Source: an optimization exercise on an open RTL-to-GDS flow (aim: small area and a short achievable clock period). Production flows keep margins and buffers that such runs may drop. The RTL was checked by simulation tests, not by an equivalence proof against the original design. No activity file was given, so power comes from the tool's default toggle rates.

==> inputs of run A <==
// FpAdd
module FpAdd (
    input             iCLK,
    input      [26:0] iA,
    input      [26:0] iB,
    output reg [26:0] oSum
);
==> module FpAdd, before the edit <==
module FpAdd (
    input             iCLK,
    input      [26:0] iA,
    input      [26:0] iB,
    output reg [26:0] oSum
);
    wire [17:0] L;
    wire [20:0] y;
    wire        cin;
    wire [7:0]  e1;
    wire        L_s;
    FpAdd_s1 u_s1 (.iA(iA), .iB(iB), .L(L), .y(y), .cin(cin), .e1(e1),
                   .L_s(L_s));
    reg [17:0] r_L;
    reg [20:0] r_y;
    reg        r_cin;
    reg [7:0]  r_e1;
    reg        r_s;
    always @(posedge iCLK) begin
        r_L   <= L;
        r_y   <= y;
        r_cin <= cin;
        r_e1  <= e1;
        r_s   <= L_s;
    end
    wire [20:0] Lw = {2'b01, r_L, 1'b0};
    wire [26:0] res;
    FpAdd_s2 u_s2 (.p(Lw ^ r_y), .g(Lw & r_y), .cin(r_cin), .e1(r_e1),
                   .sgn(r_s), .res(res));
    always @(posedge iCLK)
        oSum <= res;
endmodule
==> module FpAdd_s1, before the edit <==
module FpAdd_s1 (
    input  [26:0] iA,
    input  [26:0] iB,
    output [17:0] L,      
    output [20:0] y,      
    output        cin,    
    output [7:0]  e1,     
    output        L_s     
);
    wire        A_s = iA[26];
    wire [7:0]  A_e = iA[25:18];
    wire        B_s = iB[26];
    wire [7:0]  B_e = iB[25:18];
    wire A_larger = iA[25:1] > iB[25:1];
    assign L_s = A_larger ? A_s : B_s;
    wire [16:0] L_fr = A_larger ? iA[17:1] : iB[17:1];
    wire        L_0  = A_larger ? iA[0] : iB[0];
    wire pass = (A_e == 8'd0) | (B_e == 8'd0);
    wire [8:0]  dAB  = {1'b0, A_e} - {1'b0, B_e};
    wire [7:0]  dBA  = B_e - A_e;
    wire        A_lt = dAB[8];
    wire [7:0]  d    = A_lt ? dBA : dAB[7:0];
    wire        tie  = (A_e == B_e);
    assign e1 = (A_lt ? B_e : A_e) + 8'd1;
    wire [16:0] Y_fr = A_lt ? iA[17:1] : iB[17:1];
    wire [19:0] Ysh;
    FpAdd_align u_al (.f(Y_fr), .d(d), .w(Ysh));
    wire [19:0] W = pass ? 20'd0 :
                    (tie & ~A_larger) ? {1'b1, iA[17:1], 2'b00} : Ysh;
    wire        d_hi = |d[7:5];
    reg  [15:0] M;
    integer i;
    always @*
        for (i = 0; i < 16; i = i + 1)
            M[i] = ~d_hi & (d[4:0] >= i + 3) & (d[4:0] <= 5'd18);
    wire sticky = ~pass & (
                      |(Y_fr[15:0] & M) |
                      (~d_hi & d[4:0] == 5'd19 & |Y_fr[16:1]) |
                      (d >= 8'd20 && d <= 8'd35));
    wire        sub = A_s ^ B_s;
    assign L   = {L_fr, pass & L_0};
    assign y   = {1'b0, W} ^ {21{sub}};
    assign cin = sub & ~sticky;
endmodule
==> module FpAdd_align, before the edit <==
module FpAdd_align (
    input  [16:0] f,
    input  [7:0]  d,
    output [19:0] w
);
    assign w = (d >= 8'd20) ? 20'd0 : ({1'b1, f, 2'b00} >> d[4:0]);
endmodule
==> module FpAdd_s2, before the edit <==
module FpAdd_s2 (
    input  [20:0] p,
    input  [20:0] g,
    input         cin,
    input  [7:0]  e1,
    input         sgn,
    output [26:0] res
);
    reg  [20:0] G, P, Gn, Pn;
    integer k, m;
    always @* begin
        G = g;
        P = p;
        for (k = 1; k < 21; k = k * 2) begin
            Gn = G; Pn = P;
            for (m = k; m < 21; m = m + 1) begin
                Gn[m] = G[m] | (P[m] & G[m-k]);
                Pn[m] = P[m] & P[m-k];
            end
            G = Gn; P = Pn;
        end
    end
    wire [20:0] c   = {G[19:0] | (P[19:0] & {20{cin}}), cin};
    wire [20:0] sum = p ^ c;
    reg [4:0] lz;
    integer j;
    always @* begin
        lz = 5'd21;
        for (j = 0; j < 21; j = j + 1)
            if (sum[j])
                lz = 5'd20 - j[4:0];
    end
    wire [20:0] norm  = sum << lz;
    wire [7:0]  e_out = e1 - {3'd0, lz};
    wire        zero  = (e1 == 8'd1) | ~norm[20];
    assign res = zero ? 27'd0 : {sgn, e_out, norm[19:2]};
endmodule
export LEC_CHECK = 0
export CAP_MARGIN = 20
export CORE_MARGIN = 2
export CORE_UTILIZATION = 40
export SETUP_SLACK_MARGIN = 3.8
export SLEW_MARGIN = 20
create_clock -name core_clock -period 10.0 [get_ports {iCLK}]
standard.sh (not shown) runs the stock make flow with config.mk's settings and CLKGATE_MAP_FILE= SYNTH_SCRIPT=/design/flow/synth_recipe.tcl, a recipe that flattens the netlist after the stock synthesis.
==> flow/flow/run.sh <==
#!/bin/bash
# Standard ORFS layout; the port buffers are buf_2 cells instead of the
# delay-buffer cell buffer_ports picks by default.
export BUFFER_PORTS_ARGS="-buffer_cell sky130_fd_sc_hd__buf_2"
bash standard.sh > standard.log 2>&1
==> run K: changes against run A <==
==> flow/design.v (replaced) <==
module FpAdd (
    input             iCLK,
    input      [26:0] iA,
    input      [26:0] iB,
    output reg [26:0] oSum
);
    wire [17:0] L;
    wire [16:0] Y;
    wire [5:0]  d;
    wire        flush, sub;
    wire [7:0]  L_e;
    wire        L_s;
    FpAdd_s1 u_s1 (.iA(iA), .iB(iB), .L(L), .Y(Y), .d(d), .flush(flush),
                   .sub(sub), .L_e(L_e), .L_s(L_s));
    reg [17:0] r_L;
    reg [16:0] r_Y;
    reg [5:0]  r_d;
    reg        r_flush;
    reg        r_sub;
    reg [7:0]  r_e;
    reg        r_s;
    always @(posedge iCLK) begin
        r_L     <= L;
        r_Y     <= Y;
        r_d     <= d;
        r_flush <= flush;
        r_sub   <= sub;
        r_e     <= L_e;
        r_s     <= L_s;
    end
    wire [20:0] sum;
    wire [4:0]  lz;
    wire        zero;
    FpAdd_s2 u_s2 (.L(r_L), .Y(r_Y), .d(r_d), .flush(r_flush), .sub(r_sub),
                   .L_e(r_e), .sum(sum), .lz(lz), .zero(zero));
    reg [20:0] q_sum;
    reg [4:0]  q_lz;
    reg [7:0]  q_e;
    reg        q_s;
    reg        q_zero;
    always @(posedge iCLK) begin
        q_sum  <= sum;
        q_lz   <= lz;
        q_e    <= r_e;
        q_s    <= r_s;
        q_zero <= zero;
    end
    wire [26:0] res;
    FpAdd_s3 u_s3 (.sum(q_sum), .lz(q_lz), .L_e(q_e), .sgn(q_s),
                   .zero(q_zero), .res(res));
    always @*
        oSum = res;
endmodule
module FpAdd_s1 (
    input  [26:0] iA,
    input  [26:0] iB,
    output [17:0] L,      
    output [16:0] Y,      
    output [5:0]  d,      
    output        flush,  
    output        sub,    
    output [7:0]  L_e,    
    output        L_s     
);
    wire        A_s = iA[26];
    wire [7:0]  A_e = iA[25:18];
    wire        B_s = iB[26];
    wire [7:0]  B_e = iB[25:18];
    wire pass = (A_e == 8'd0) | (B_e == 8'd0);
    wire [7:0]  dAB, dBA;
    wire        A_lt, B_lt;
    FpAdd_esub u_dAB (.a(A_e), .b(B_e), .d(dAB), .lt(A_lt));
    FpAdd_esub u_dBA (.a(B_e), .b(A_e), .d(dBA), .lt(B_lt));
    wire [7:0]  dd  = A_lt ? dBA : dAB;
    wire        tie = (A_e == B_e);
    wire A_larger = ~A_lt & (~tie | (iA[17:1] > iB[17:1]));
    assign L_s = A_larger ? A_s : B_s;
    assign L_e = A_lt ? B_e : A_e;
    assign L   = A_larger ? {iA[17:1], pass & iA[0]} : {iB[17:1], pass & iB[0]};
    assign Y   = A_larger ? iB[17:1] : iA[17:1];
    assign d     = dd[5:0];
    assign flush = pass | (dd > 8'd35);
    assign sub   = A_s ^ B_s;
endmodule
module FpAdd_esub (
    input  [7:0] a,
    input  [7:0] b,
    output [7:0] d,
    output       lt
);
    wire [7:0] p = a ^ ~b;
    reg  [8:0] G, P, Gn, Pn;
    integer k, m;
    always @* begin
        G = {a & ~b, 1'b1};
        P = {p, 1'b0};
        for (k = 1; k < 9; k = k * 2) begin
            Gn = G; Pn = P;
            for (m = k; m < 9; m = m + 1) begin
                Gn[m] = G[m] | (P[m] & G[m-k]);
                Pn[m] = P[m] & P[m-k];
            end
            G = Gn; P = Pn;
        end
    end
    assign d  = p ^ G[7:0];
    assign lt = ~G[8];
endmodule
module FpAdd_s2 (
    input  [17:0] L,
    input  [16:0] Y,
    input  [5:0]  d,
    input         flush,
    input         sub,
    input  [7:0]  L_e,
    output [20:0] sum,
    output reg [4:0] lz,
    output        zero
);
    wire [19:0] W = flush ? 20'd0 : ({1'b1, Y, 2'b00} >> d);
    reg  [15:0] M;
    integer i;
    always @*
        for (i = 0; i < 16; i = i + 1)
            M[i] = (d >= i + 3) & (d <= 6'd18);
    wire sticky = ~flush & (|(Y[15:0] & M) |
                            (d == 6'd19 & |Y[16:1]) |
                            (d >= 6'd20));
    wire [20:0] Lw  = {2'b01, L, 1'b0};
    wire [20:0] y   = {1'b0, W} ^ {21{sub}};
    wire        cin = sub & ~sticky;
    wire [20:0] p   = Lw ^ y;
    reg  [20:0] G, P, Gn, Pn;
    integer k, m;
    always @* begin
        G = Lw & y;
        P = p;
        for (k = 1; k < 21; k = k * 2) begin
            Gn = G; Pn = P;
            for (m = k; m < 21; m = m + 1) begin
                Gn[m] = G[m] | (P[m] & G[m-k]);
                Pn[m] = P[m] & P[m-k];
            end
            G = Gn; P = Pn;
        end
    end
    wire [20:0] c = {G[19:0] | (P[19:0] & {20{cin}}), cin};
    assign sum = p ^ c;
    integer j;
    always @* begin
        lz = 5'd21;
        for (j = 0; j < 21; j = j + 1)
            if (sum[j])
                lz = 5'd20 - j[4:0];
    end
    assign zero = (L_e == 8'd0) | (sum == 21'd0);
endmodule
module FpAdd_s3 (
    input  [20:0] sum,
    input  [4:0]  lz,
    input  [7:0]  L_e,
    input         sgn,
    input         zero,
    output [26:0] res
);
    wire [20:0] norm = sum << lz;
    wire [7:0] t = L_e + 8'd1;
    wire [4:0] e_lo;
    wire       e_b;
    FpAdd_sub5 u_elo (.a(t[4:0]), .b(lz), .d(e_lo), .lt(e_b));
    wire [7:0] e_out = {e_b ? t[7:5] - 3'd1 : t[7:5], e_lo};
    assign res = zero ? 27'd0 : {sgn, e_out, norm[19:2]};
endmodule
module FpAdd_sub5 (
    input  [4:0] a,
    input  [4:0] b,
    output [4:0] d,
    output       lt
);
    wire [4:0] p = a ^ ~b;
    reg  [5:0] G, P, Gn, Pn;
    integer k, m;
    always @* begin
        G = {a & ~b, 1'b1};
        P = {p, 1'b0};
        for (k = 1; k < 6; k = k * 2) begin
            Gn = G; Pn = P;
            for (m = k; m < 6; m = m + 1) begin
                Gn[m] = G[m] | (P[m] & G[m-k]);
                Pn[m] = P[m] & P[m-k];
            end
            G = Gn; P = Pn;
        end
    end
    assign d  = p ^ G[4:0];
    assign lt = ~G[5];
endmodule
==> flow/flow/run.sh (replaced) <==
#!/bin/bash
# Standard ORFS layout, with two changes: the port buffers are buf_2 cells
# instead of the delay-buffer cell buffer_ports picks by default, and
# repair_timing aims for 5.5 ns of setup slack.
export BUFFER_PORTS_ARGS="-buffer_cell sky130_fd_sc_hd__buf_2"
export SETUP_SLACK_MARGIN=5.5
bash standard.sh > standard.log 2>&1
ABC_AREA = 1   (was unset)
SETUP_SLACK_MARGIN = unset   (was 3.8)
==> run E: changes against run A <==
ABC_AREA = 1   (was unset)
SETUP_SLACK_MARGIN = 5.0   (was 3.8)
==> run H: changes against run A <==
==> flow/run.sh (new file) <==
#!/bin/bash
# synth_recipe.tcl (not shown) runs the flow's synth.tcl, then flattens the netlist and writes it again
# the make line also repeats each setting of config.mk as NAME=value (left out here)
make -C /OpenROAD-flow-scripts/flow DESIGN_CONFIG=/design/flow/config.mk WORK_HOME=/design/flow/orfs CLKGATE_MAP_FILE= SYNTH_SCRIPT=/design/flow/synth_recipe.tcl finish
SETUP_SLACK_MARGIN = unset   (was 3.8)
removed: flow/flow/run.sh
removed: flow/standard.sh
==> summary.txt <==
	run E	run K	run A	run H
Switching power total	1.090 mW	0.9071 mW	0.8780 mW	0.8732 mW
Post-synthesis share of cell area spent on and, or, nand and nor gates	35.65%	29.54%	17.12%	17.12%
Final-layout clock-cell area share	3.415%	3.608%	3.833%	3.675%
Minimum clock period	4896 ps	4369 ps	6135 ps	6540 ps
Outcome	no timing/DRC/antenna violations	no timing/DRC/antenna violations	no timing/DRC/antenna violations	no timing/DRC/antenna violations
Site row count	50	48	50	50
Utilization after layout	49.59%	46.99%	45.91%	47.89%
Share of the synthesized area in compound gates (AO/OA/AOI/OAI)	17.11%	18.55%	23.48%	23.48%
Highest attainable clock frequency	204.3 MHz	228.9 MHz	163.0 MHz	152.9 MHz
Number of flip-flops under the largest register name	27	20	27	27
Logic depth of the worst register-to-register path	26	26	19	19
Worst vdd rail ir drop	0.08603 mV	0.1582 mV	0.1019 mV	0.1192 mV
Buffers outside the clock class	117	93	90	90
GR Util All Layers	25.22%	20.84%	21.06%	21.02%
Initial Util	40.92%	41.17%	40.86%	40.86%
Overall power consumption	2.155 mW	1.934 mW	1.995 mW	2.052 mW
Number of sinks handled by clock tree synthesis	76	87	76	76
Worst slack after detailed placement	3139 ps	4355 ps	3291 ps	3197 ps
Avg Vias per Cell	5.426	5.102	5.663	5.634

## port drivers added, routing unchanged
The results above use ideal ports. As a check the final layouts listed here were re-extracted and re-timed, cells and wires unchanged.
Step 1: set_driving_cell puts a clkbuf_16 on iCLK and a buf_2 on each other input, an assumption about the parent block.
Step 2, shift: input delay + t, output delay - t, t = (earliest + latest rising clock arrival at the registers) / 2. This alone moves slack from input paths to output paths.
a / b / c = ideal ports / drivers / drivers and shift; a / b = the first two.
run | t (ns) | setup slack, ns | worst hold slack (ns) | clock arrival spread, ns | pins driven straight from the clock port
run A | 0.378 | 3.865 / 3.889 / 3.511 | 0.439 / 0.439 / 0.439 | 0.008 / 0.008 | 1
run K | 0.392 | 5.631 / 5.587 / 5.400 | 0.355 / 0.355 / 0.355 | 0.012 / 0.013 | 1
run E | 0.380 | 5.104 / 5.125 / 4.745 | 0.418 / 0.418 / 0.418 | 0.012 / 0.011 | 1
run H | 0.377 | 3.460 / 3.474 / 3.098 | 0.436 / 0.436 / 0.436 | 0.009 / 0.009 | 1
After both steps setup and hold are still met in every run listed. The setup slack of run H, which loses most, moves by +0.014 ns with the drivers and by -0.362 ns with both steps.
